What follows belongs to an exercise in optimizing a design on an open flow for small area; a production flow would make more cautious choices. At most, simulation tests tie the RTL to the original design; equivalence was not proved.

==> run H: inputs <==
==> flow/design.v (excerpt) <==
module fft(clk,rst,fir_data,fir_valid,fft_data,fft_valid,freq,fft_fin);
input clk;
input rst;
input fir_valid;
input [15:0] fir_data;
output fft_valid,fft_fin;
output [31:0] fft_data;
output [3:0] freq;
integer i;
reg [3:0] cnt;
reg       run, fv, outv;
wire      adv = fir_valid | run;
always @(posedge clk)
  if (rst) begin
    cnt <= 4'd0; run <= 1'b0; fv <= 1'b0; outv <= 1'b0;
  end else begin
    if (adv) cnt <= cnt + 4'd1;
    run <= adv;
    if (adv && cnt == 4'd15) fv <= fir_valid;
    if (run && cnt == 4'd1)  outv <= fv;
  end
wire [3:0] q1 = cnt;           
wire [3:0] qb = cnt - 4'd1;    
wire [3:0] qv = cnt - 4'd2;    
wire [3:0] qs = cnt - 4'd3;    
wire [3:0] qo = cnt - 4'd2;    
assign fft_valid = outv;
assign fft_fin   = outv & (cnt == 4'd1);
assign freq      = {qo[0], qo[1], qo[2], qo[3]};
reg  [15:0] f1 [0:7];
wire [15:0] f1o = f1[7];
wire [15:0] a1, b1;
fft_rca #(16) u_a1 (.a(f1o), .b(fir_data),  .ci(1'b0), .s(a1));
fft_rca #(16) u_b1 (.a(f1o), .b(~fir_data), .ci(1'b1), .s(b1));
wire [15:0] s1r = f1o;    
always @(posedge clk) begin
  f1[0] <= cnt[3] ? b1 : fir_data;
  for (i = 1; i < 8; i = i + 1) f1[i] <= f1[i-1];
end
wire isA  = ~q1[3] & q1[0];
wire isC  = ~q1[3] & (q1[1:0] == 2'd2);
wire en_nP = isA | isC;
wire sgA  = ~q1[3] & (q1[2] | (q1[1] & q1[0]));
wire sgB  = ~(q1[2:0] == 3'd3);
wire e1   = ~q1[3] & (|q1[1:0]);
wire snz  = |s1r;
wire [15:0] sa = s1r ^ {16{sgA}};
wire [15:0] sb = s1r ^ {16{sgB}};
wire [15:0] ac1 = sa;
wire [15:0] ac2 = {16{en_nP}} & ~sa;
wire [15:0] ac3 = {16{en_nP}} & (sa ^ {16{isA}});
wire        ac3c = en_nP & isA;
wire [16:0] ac4 = isA ? {sa[15], sa} : (isC ? {sa, 1'b0} : 17'd0);
wire [15:0] ac5 = {16{en_nP}} & sa;
wire [15:0] ac6 = {16{isA}} & ~sa;
  ...
==> flow/config.mk <==
export PLATFORM = sky130hd
export DESIGN_NAME = fft
export DESIGN_NICKNAME = fft
export VERILOG_FILES = /design/flow/design.v
export SDC_FILE = /design/flow/constraint.sdc
export NUM_CORES = 4
export LEC_CHECK = 0
export CAP_MARGIN = 20
export CORE_MARGIN = 2
export CORE_UTILIZATION = 65
export PLACE_DENSITY = 0.75
export SLEW_MARGIN = 20
export SYNTH_HIERARCHICAL = 1
export SYNTH_MINIMUM_KEEP_SIZE = 0
==> flow/constraint.sdc <==
create_clock -name core_clock -period 12.0 [get_ports {clk}]
set_input_delay 2.4000 -clock core_clock [delete_from_list [all_inputs] [get_ports {clk}]]
set_output_delay 2.4000 -clock core_clock [all_outputs]
set_load 0.01 [all_outputs]
run.sh (not shown) runs the stock make flow with config.mk's settings and CLKGATE_MAP_FILE= SYNTH_SCRIPT=/design/flow/synth_recipe.tcl, a recipe that flattens the netlist after the stock synthesis.
==> run B: changes against run H <==
--- a/flow/design.v
+++ b/flow/design.v
@@ -1098,22 +1098,24 @@
     ai = Fi; bi_ = Bir; ci = 1'b0;
   end else case (r2)
     2'd0: begin ar = F2i; br_ = ~F2r; cr = 1'b1; ai = Fi;    bi_ = 24'd0; ci = 1'b0; end
     2'd1: begin ar = Fr;  br_ = Fi;   cr = 1'b0; ai = Fi;    bi_ = ~Fr;   ci = 1'b1; end
     2'd2: begin ar = F2i; br_ = F2r;  cr = 1'b0; ai = 24'd0; bi_ = ~Fr;   ci = 1'b1; end
     default: begin ar = Fr; br_ = ~Fi; cr = 1'b1; ai = Fi;   bi_ = Fr;    ci = 1'b0; end
   endcase
 end
-wire [23:0] vr, vi, Dr, Di;
+wire [23:0] vr, Dr, Di;
+wire [23:8] vi;
 fft_rca #(24) u_vr (.a(ar), .b(br_), .ci(cr), .s(vr));
-fft_rca #(24) u_vi (.a(ai), .b(bi_), .ci(ci), .s(vi));
+fft_rcah #(24, 8) u_vi (.a(ai), .b(bi_), .ci(ci), .s(vi[23:8]));
 fft_rca #(24) u_dr (.a(Fr), .b(~Brr), .ci(1'b1), .s(Dr));
 fft_rca #(24) u_di (.a(Fi), .b(~Bir), .ci(1'b1), .s(Di));
-reg [23:0] vrr, vir, wx;
+reg [23:0] vrr, wx;
+reg [23:8] vir;
 always @(posedge clk) begin
   f2r[0] <= sel2 ? Dr : Brr;
   f2i[0] <= sel2 ? Di : Bir;
   for (i = 1; i < 4; i = i + 1) begin f2r[i] <= f2r[i-1]; f2i[i] <= f2i[i-1]; end
   vrr <= (~sel2 & ~r2[0]) ? (r2[1] ? Fi : Fr) : vr;
   vir <= vi;
   wx  <= vr;
 end
@@ -1689,53 +1691,69 @@
 reg  [15:0] f3r [0:1];
 reg  [15:0] f3i [0:1];
 wire [15:0] Gr = f3r[1];
 wire [15:0] Gi = f3i[1];
 wire sel3 = qs[1];
 wire rf   = ~qs[2] & qs[0];
 wire rr3  = rf & s2r[15];
 wire ri3  = rf & s2i[15];
+wire rot3 = (qs[1:0] == 2'd1);
 wire [15:0] u_r, u_i, d_r, d_i;
-fft_rca #(16) u_ur (.a(Gr), .b(s2r),  .ci(rr3),  .s(u_r));
-fft_rca #(16) u_ui (.a(Gi), .b(s2i),  .ci(ri3),  .s(u_i));
+fft_rca #(16) u_ur (.a(rot3 ? Gi : Gr), .b(s2r & {16{sel3}}),  .ci(rr3 & sel3),  .s(u_r));
+fft_rca #(16) u_ui (.a(rot3 ? Gr : Gi), .b(s2i & {16{sel3}}),  .ci(ri3 & sel3),  .s(u_i));
 fft_rca #(16) u_dr3 (.a(Gr), .b(~s2r), .ci(~rr3), .s(d_r));
 fft_rca #(16) u_di3 (.a(Gi), .b(~s2i), .ci(~ri3), .s(d_i));
-wire rot3 = (qs[1:0] == 2'd1);
 always @(posedge clk) begin
   f3r[0] <= sel3 ? d_r : s2r;
   f3i[0] <= sel3 ? d_i : s2i;
   f3r[1] <= f3r[0];
   f3i[1] <= f3i[0];
 end
-wire [15:0] yr = sel3 ? u_r : (rot3 ? Gi : Gr);
-wire [15:0] yi = sel3 ? u_i : (rot3 ? Gr : Gi);
+wire [15:0] yr = u_r;
+wire [15:0] yi = u_i;
 reg  [15:0] f4r, f4i;
 wire sel4 = qs[0];
 wire [15:0] ar4, sr4, ai4, si4;
-fft_rca #(16) u_ar4 (.a(f4r), .b(yr),  .ci(1'b0), .s(ar4));
+fft_rca #(16) u_ar4 (.a(f4r), .b(yr & {16{sel4}}),  .ci(1'b0), .s(ar4));
 fft_rca #(16) u_sr4 (.a(f4r), .b(~yr), .ci(1'b1), .s(sr4));
-fft_rca #(16) u_ai4 (.a(f4i), .b(yi),  .ci(1'b0), .s(ai4));
+fft_rca #(16) u_ai4 (.a(f4i), .b(yi & {16{sel4}}),  .ci(1'b0), .s(ai4));
 fft_rca #(16) u_si4 (.a(f4i), .b(~yi), .ci(1'b1), .s(si4));
 always @(posedge clk) begin
   f4r <= sel4 ? sr4 : yr;
   f4i <= sel4 ? (rot3 ? ai4 : si4) : yi;
 end
-assign fft_data = sel4 ? {ar4, (rot3 ? si4 : ai4)} : {f4r, f4i};
+assign fft_data = {ar4, (rot3 ? si4 : ai4)};
 endmodule
 module fft_rca #(parameter W = 16) (a, b, ci, s);
 input  [W-1:0] a;
 input  [W-1:0] b;
 input          ci;
 output [W-1:0] s;
 wire [W:0] c;
 assign c[0] = ci;
 genvar k;
 generate for (k = 0; k < W; k = k + 1) begin : g
   fft_fa u (.a(a[k]), .b(b[k]), .c(c[k]), .s(s[k]), .co(c[k+1]));
 end endgenerate
 endmodule
+module fft_rcah #(parameter W = 24, parameter L = 8) (a, b, ci, s);
+input  [W-1:0] a;
+input  [W-1:0] b;
+input          ci;
+output [W-1:L] s;
+wire [W:0] c;
+assign c[0] = ci;
+genvar k;
+generate for (k = 0; k < W; k = k + 1) begin : g
+  if (k < L) begin : lo
+    assign c[k+1] = (a[k] & b[k]) | (a[k] & c[k]) | (b[k] & c[k]);
+  end else begin : hi
+    fft_fa u (.a(a[k]), .b(b[k]), .c(c[k]), .s(s[k]), .co(c[k+1]));
+  end
+end endgenerate
+endmodule
 module fft_fa (a, b, c, s, co);
 input  a, b, c;
 output s, co;
 assign s  = a ^ b ^ c;
 assign co = (a & b) | (a & c) | (b & c);
 endmodule
CTS_BUF_LIST = sky130_fd_sc_hd__clkbuf_4 sky130_fd_sc_hd__clkbuf_8 sky130_fd_sc_hd__clkbuf_16   (was unset)
==> run R: changes against run H <==
--- a/flow/design.v
+++ b/flow/design.v
@@ -1098,22 +1098,24 @@
     ai = Fi; bi_ = Bir; ci = 1'b0;
   end else case (r2)
     2'd0: begin ar = F2i; br_ = ~F2r; cr = 1'b1; ai = Fi;    bi_ = 24'd0; ci = 1'b0; end
     2'd1: begin ar = Fr;  br_ = Fi;   cr = 1'b0; ai = Fi;    bi_ = ~Fr;   ci = 1'b1; end
     2'd2: begin ar = F2i; br_ = F2r;  cr = 1'b0; ai = 24'd0; bi_ = ~Fr;   ci = 1'b1; end
     default: begin ar = Fr; br_ = ~Fi; cr = 1'b1; ai = Fi;   bi_ = Fr;    ci = 1'b0; end
   endcase
 end
-wire [23:0] vr, vi, Dr, Di;
+wire [23:0] vr, Dr, Di;
+wire [23:8] vi;
 fft_rca #(24) u_vr (.a(ar), .b(br_), .ci(cr), .s(vr));
-fft_rca #(24) u_vi (.a(ai), .b(bi_), .ci(ci), .s(vi));
+fft_rcah #(24, 8) u_vi (.a(ai), .b(bi_), .ci(ci), .s(vi[23:8]));
 fft_rca #(24) u_dr (.a(Fr), .b(~Brr), .ci(1'b1), .s(Dr));
 fft_rca #(24) u_di (.a(Fi), .b(~Bir), .ci(1'b1), .s(Di));
-reg [23:0] vrr, vir, wx;
+reg [23:0] vrr, wx;
+reg [23:8] vir;
 always @(posedge clk) begin
   f2r[0] <= sel2 ? Dr : Brr;
   f2i[0] <= sel2 ? Di : Bir;
   for (i = 1; i < 4; i = i + 1) begin f2r[i] <= f2r[i-1]; f2i[i] <= f2i[i-1]; end
   vrr <= (~sel2 & ~r2[0]) ? (r2[1] ? Fi : Fr) : vr;
   vir <= vi;
   wx  <= vr;
 end
@@ -1689,53 +1691,69 @@
 reg  [15:0] f3r [0:1];
 reg  [15:0] f3i [0:1];
 wire [15:0] Gr = f3r[1];
 wire [15:0] Gi = f3i[1];
 wire sel3 = qs[1];
 wire rf   = ~qs[2] & qs[0];
 wire rr3  = rf & s2r[15];
 wire ri3  = rf & s2i[15];
+wire rot3 = (qs[1:0] == 2'd1);
 wire [15:0] u_r, u_i, d_r, d_i;
-fft_rca #(16) u_ur (.a(Gr), .b(s2r),  .ci(rr3),  .s(u_r));
-fft_rca #(16) u_ui (.a(Gi), .b(s2i),  .ci(ri3),  .s(u_i));
+fft_rca #(16) u_ur (.a(rot3 ? Gi : Gr), .b(s2r & {16{sel3}}),  .ci(rr3 & sel3),  .s(u_r));
+fft_rca #(16) u_ui (.a(rot3 ? Gr : Gi), .b(s2i & {16{sel3}}),  .ci(ri3 & sel3),  .s(u_i));
 fft_rca #(16) u_dr3 (.a(Gr), .b(~s2r), .ci(~rr3), .s(d_r));
 fft_rca #(16) u_di3 (.a(Gi), .b(~s2i), .ci(~ri3), .s(d_i));
-wire rot3 = (qs[1:0] == 2'd1);
 always @(posedge clk) begin
   f3r[0] <= sel3 ? d_r : s2r;
   f3i[0] <= sel3 ? d_i : s2i;
   f3r[1] <= f3r[0];
   f3i[1] <= f3i[0];
 end
-wire [15:0] yr = sel3 ? u_r : (rot3 ? Gi : Gr);
-wire [15:0] yi = sel3 ? u_i : (rot3 ? Gr : Gi);
+wire [15:0] yr = u_r;
+wire [15:0] yi = u_i;
 reg  [15:0] f4r, f4i;
 wire sel4 = qs[0];
 wire [15:0] ar4, sr4, ai4, si4;
-fft_rca #(16) u_ar4 (.a(f4r), .b(yr),  .ci(1'b0), .s(ar4));
+fft_rca #(16) u_ar4 (.a(f4r), .b(yr & {16{sel4}}),  .ci(1'b0), .s(ar4));
 fft_rca #(16) u_sr4 (.a(f4r), .b(~yr), .ci(1'b1), .s(sr4));
-fft_rca #(16) u_ai4 (.a(f4i), .b(yi),  .ci(1'b0), .s(ai4));
+fft_rca #(16) u_ai4 (.a(f4i), .b(yi & {16{sel4}}),  .ci(1'b0), .s(ai4));
 fft_rca #(16) u_si4 (.a(f4i), .b(~yi), .ci(1'b1), .s(si4));
 always @(posedge clk) begin
   f4r <= sel4 ? sr4 : yr;
   f4i <= sel4 ? (rot3 ? ai4 : si4) : yi;
 end
-assign fft_data = sel4 ? {ar4, (rot3 ? si4 : ai4)} : {f4r, f4i};
+assign fft_data = {ar4, (rot3 ? si4 : ai4)};
 endmodule
 module fft_rca #(parameter W = 16) (a, b, ci, s);
 input  [W-1:0] a;
 input  [W-1:0] b;
 input          ci;
 output [W-1:0] s;
 wire [W:0] c;
 assign c[0] = ci;
 genvar k;
 generate for (k = 0; k < W; k = k + 1) begin : g
   fft_fa u (.a(a[k]), .b(b[k]), .c(c[k]), .s(s[k]), .co(c[k+1]));
 end endgenerate
 endmodule
+module fft_rcah #(parameter W = 24, parameter L = 8) (a, b, ci, s);
+input  [W-1:0] a;
+input  [W-1:0] b;
+input          ci;
+output [W-1:L] s;
+wire [W:0] c;
+assign c[0] = ci;
+genvar k;
+generate for (k = 0; k < W; k = k + 1) begin : g
+  if (k < L) begin : lo
+    assign c[k+1] = (a[k] & b[k]) | (a[k] & c[k]) | (b[k] & c[k]);
+  end else begin : hi
+    fft_fa u (.a(a[k]), .b(b[k]), .c(c[k]), .s(s[k]), .co(c[k+1]));
+  end
+end endgenerate
+endmodule
 module fft_fa (a, b, c, s, co);
 input  a, b, c;
 output s, co;
 assign s  = a ^ b ^ c;
 assign co = (a & b) | (a & c) | (b & c);
 endmodule
CTS_BUF_LIST = sky130_fd_sc_hd__clkbuf_4   (was unset)
==> run D: changes against run H <==
--- a/flow/design.v
+++ b/flow/design.v
@@ -1098,22 +1098,24 @@
     ai = Fi; bi_ = Bir; ci = 1'b0;
   end else case (r2)
     2'd0: begin ar = F2i; br_ = ~F2r; cr = 1'b1; ai = Fi;    bi_ = 24'd0; ci = 1'b0; end
     2'd1: begin ar = Fr;  br_ = Fi;   cr = 1'b0; ai = Fi;    bi_ = ~Fr;   ci = 1'b1; end
     2'd2: begin ar = F2i; br_ = F2r;  cr = 1'b0; ai = 24'd0; bi_ = ~Fr;   ci = 1'b1; end
     default: begin ar = Fr; br_ = ~Fi; cr = 1'b1; ai = Fi;   bi_ = Fr;    ci = 1'b0; end
   endcase
 end
-wire [23:0] vr, vi, Dr, Di;
+wire [23:0] vr, Dr, Di;
+wire [23:8] vi;
 fft_rca #(24) u_vr (.a(ar), .b(br_), .ci(cr), .s(vr));
-fft_rca #(24) u_vi (.a(ai), .b(bi_), .ci(ci), .s(vi));
+fft_rcah #(24, 8) u_vi (.a(ai), .b(bi_), .ci(ci), .s(vi[23:8]));
 fft_rca #(24) u_dr (.a(Fr), .b(~Brr), .ci(1'b1), .s(Dr));
 fft_rca #(24) u_di (.a(Fi), .b(~Bir), .ci(1'b1), .s(Di));
-reg [23:0] vrr, vir, wx;
+reg [23:0] vrr, wx;
+reg [23:8] vir;
 always @(posedge clk) begin
   f2r[0] <= sel2 ? Dr : Brr;
   f2i[0] <= sel2 ? Di : Bir;
   for (i = 1; i < 4; i = i + 1) begin f2r[i] <= f2r[i-1]; f2i[i] <= f2i[i-1]; end
   vrr <= (~sel2 & ~r2[0]) ? (r2[1] ? Fi : Fr) : vr;
   vir <= vi;
   wx  <= vr;
 end
@@ -1689,53 +1691,69 @@
 reg  [15:0] f3r [0:1];
 reg  [15:0] f3i [0:1];
 wire [15:0] Gr = f3r[1];
 wire [15:0] Gi = f3i[1];
 wire sel3 = qs[1];
 wire rf   = ~qs[2] & qs[0];
 wire rr3  = rf & s2r[15];
 wire ri3  = rf & s2i[15];
+wire rot3 = (qs[1:0] == 2'd1);
 wire [15:0] u_r, u_i, d_r, d_i;
-fft_rca #(16) u_ur (.a(Gr), .b(s2r),  .ci(rr3),  .s(u_r));
-fft_rca #(16) u_ui (.a(Gi), .b(s2i),  .ci(ri3),  .s(u_i));
+fft_rca #(16) u_ur (.a(rot3 ? Gi : Gr), .b(s2r & {16{sel3}}),  .ci(rr3 & sel3),  .s(u_r));
+fft_rca #(16) u_ui (.a(rot3 ? Gr : Gi), .b(s2i & {16{sel3}}),  .ci(ri3 & sel3),  .s(u_i));
 fft_rca #(16) u_dr3 (.a(Gr), .b(~s2r), .ci(~rr3), .s(d_r));
 fft_rca #(16) u_di3 (.a(Gi), .b(~s2i), .ci(~ri3), .s(d_i));
-wire rot3 = (qs[1:0] == 2'd1);
 always @(posedge clk) begin
   f3r[0] <= sel3 ? d_r : s2r;
   f3i[0] <= sel3 ? d_i : s2i;
   f3r[1] <= f3r[0];
   f3i[1] <= f3i[0];
 end
-wire [15:0] yr = sel3 ? u_r : (rot3 ? Gi : Gr);
-wire [15:0] yi = sel3 ? u_i : (rot3 ? Gr : Gi);
+wire [15:0] yr = u_r;
+wire [15:0] yi = u_i;
 reg  [15:0] f4r, f4i;
 wire sel4 = qs[0];
 wire [15:0] ar4, sr4, ai4, si4;
-fft_rca #(16) u_ar4 (.a(f4r), .b(yr),  .ci(1'b0), .s(ar4));
+fft_rca #(16) u_ar4 (.a(f4r), .b(yr & {16{sel4}}),  .ci(1'b0), .s(ar4));
 fft_rca #(16) u_sr4 (.a(f4r), .b(~yr), .ci(1'b1), .s(sr4));
-fft_rca #(16) u_ai4 (.a(f4i), .b(yi),  .ci(1'b0), .s(ai4));
+fft_rca #(16) u_ai4 (.a(f4i), .b(yi & {16{sel4}}),  .ci(1'b0), .s(ai4));
 fft_rca #(16) u_si4 (.a(f4i), .b(~yi), .ci(1'b1), .s(si4));
 always @(posedge clk) begin
   f4r <= sel4 ? sr4 : yr;
   f4i <= sel4 ? (rot3 ? ai4 : si4) : yi;
 end
-assign fft_data = sel4 ? {ar4, (rot3 ? si4 : ai4)} : {f4r, f4i};
+assign fft_data = {ar4, (rot3 ? si4 : ai4)};
 endmodule
 module fft_rca #(parameter W = 16) (a, b, ci, s);
 input  [W-1:0] a;
 input  [W-1:0] b;
 input          ci;
 output [W-1:0] s;
 wire [W:0] c;
 assign c[0] = ci;
 genvar k;
 generate for (k = 0; k < W; k = k + 1) begin : g
   fft_fa u (.a(a[k]), .b(b[k]), .c(c[k]), .s(s[k]), .co(c[k+1]));
 end endgenerate
 endmodule
+module fft_rcah #(parameter W = 24, parameter L = 8) (a, b, ci, s);
+input  [W-1:0] a;
+input  [W-1:0] b;
+input          ci;
+output [W-1:L] s;
+wire [W:0] c;
+assign c[0] = ci;
+genvar k;
+generate for (k = 0; k < W; k = k + 1) begin : g
+  if (k < L) begin : lo
+    assign c[k+1] = (a[k] & b[k]) | (a[k] & c[k]) | (b[k] & c[k]);
+  end else begin : hi
+    fft_fa u (.a(a[k]), .b(b[k]), .c(c[k]), .s(s[k]), .co(c[k+1]));
+  end
+end endgenerate
+endmodule
 module fft_fa (a, b, c, s, co);
 input  a, b, c;
 output s, co;
 assign s  = a ^ b ^ c;
 assign co = (a & b) | (a & c) | (b & c);
 endmodule
CTS_BUF_LIST = sky130_fd_sc_hd__clkbuf_8   (was unset)
CTS_CLUSTER_DIAMETER = 50   (was unset)
CTS_CLUSTER_SIZE = 16   (was unset)
==> run summary <==
status=finished clean; DRT iter0 DRCs=~1400; post-place setup slack=0.09388 ns; critical path depth in cells=25; commonest non-fill, non-tap cells in the layout=dfxtp_1 (580), fa_1 (549), inv_1 (269); Yosys top cell by area=dfxtp_1; simple-gate share of the synthesized area=under 10%; Worst Reg-to-Reg Cells=34; Initial Util=65.72%; Multi-input gate area=~0.021 mm²; post-route design area=approximately 0.037 mm²; Slew @ Worst Pin=about 1.2 ns
# the run above: run D

==> run summary <==
status=finished clean; Slew @ Worst Pin=1.082 ns; commonest non-fill, non-tap cells in the layout=dfxtp_1 (581), fa_1 (549), nand2_1 (310); DRT iter0 DRCs=between 1500 and 2000; Initial Util=between 60% and 70%; Multi-input gate area=around 0.022 mm²; post-route design area=0.03858 mm²; post-place setup slack=~0.08 ns
# the run above: run H

==> run summary <==
status=finished clean; critical path depth in cells=26; post-place setup slack=approximately 0.094 ns; Initial Util=65.72%; Yosys top cell by area=dfxtp_1; commonest non-fill, non-tap cells in the layout=dfxtp_1 (580), fa_1 (565), inv_1 (274); DRT iter0 DRCs=between 1500 and 2000; Worst Reg-to-Reg Cells=31; simple-gate share of the synthesized area=under 10%; clk cell area share=between 5 and 6%; Slew @ Worst Pin=1.205 ns; Multi-input gate area=0.02142 mm²; Layout area overhead=10.44%
# the run above: run B

==> run summary <==
Worst Reg-to-Reg Cells=31; post-route design area=roughly 0.038 mm²; DRT iter0 DRCs=around 1400; Initial Util=65.72%; Yosys top cell by area=dfxtp_1; Slew @ Worst Pin=1.208 ns; critical path depth in cells=26; simple-gate share of the synthesized area=around 8%; Met3 Routed Length=about 4.5 mm; Highest Signal Layer=met4; status=finished clean; post-place setup slack=about 0.094 ns; Worst Setup EP=fft_data[31]
# the run above: run R

Function not checked in run B, run R and run D: the RTL went through the layout flow alone.

[separate check: timing with driven ports]
The flow's constraints put no driver on any port. The routed layouts listed below were extracted and timed again, unchanged, in two steps.
Step 1: set_driving_cell puts a clkbuf_16 on clk and a buf_2 on each other input, an assumption about the parent block.
Step 2, shift: input delay + t, output delay - t, t = (earliest + latest rising clock arrival at the registers) / 2. This alone moves slack from input paths to output paths.
a / b / c = no drivers / after step 1 / after step 2; a / b = the first two.
run | t (ns) | setup WS [ns] | worst hold slack (ns) | clock arrival spread, ns | slew at the worst register clock pin (ns)
run H | 0.665 | 0.279 / 0.218 / 0.399 | 0.312 / 0.312 / 0.312 | 0.021 / 0.020 | 0.07 / 0.07
run B | 0.676 | 0.119 / 0.063 / 0.311 | 0.292 / 0.292 / 0.292 | 0.039 / 0.040 | 0.07 / 0.07
run R | 1.007 | 0.189 / 0.127 / 0.435 | 0.267 / 0.267 / 0.267 | 0.089 / 0.090 | 0.10 / 0.10
run D | 0.746 | 0.269 / 0.214 / 0.385 | 0.281 / 0.281 / 0.281 | 0.061 / 0.061 | 0.11 / 0.11
After both steps setup and hold are still met in every run listed.
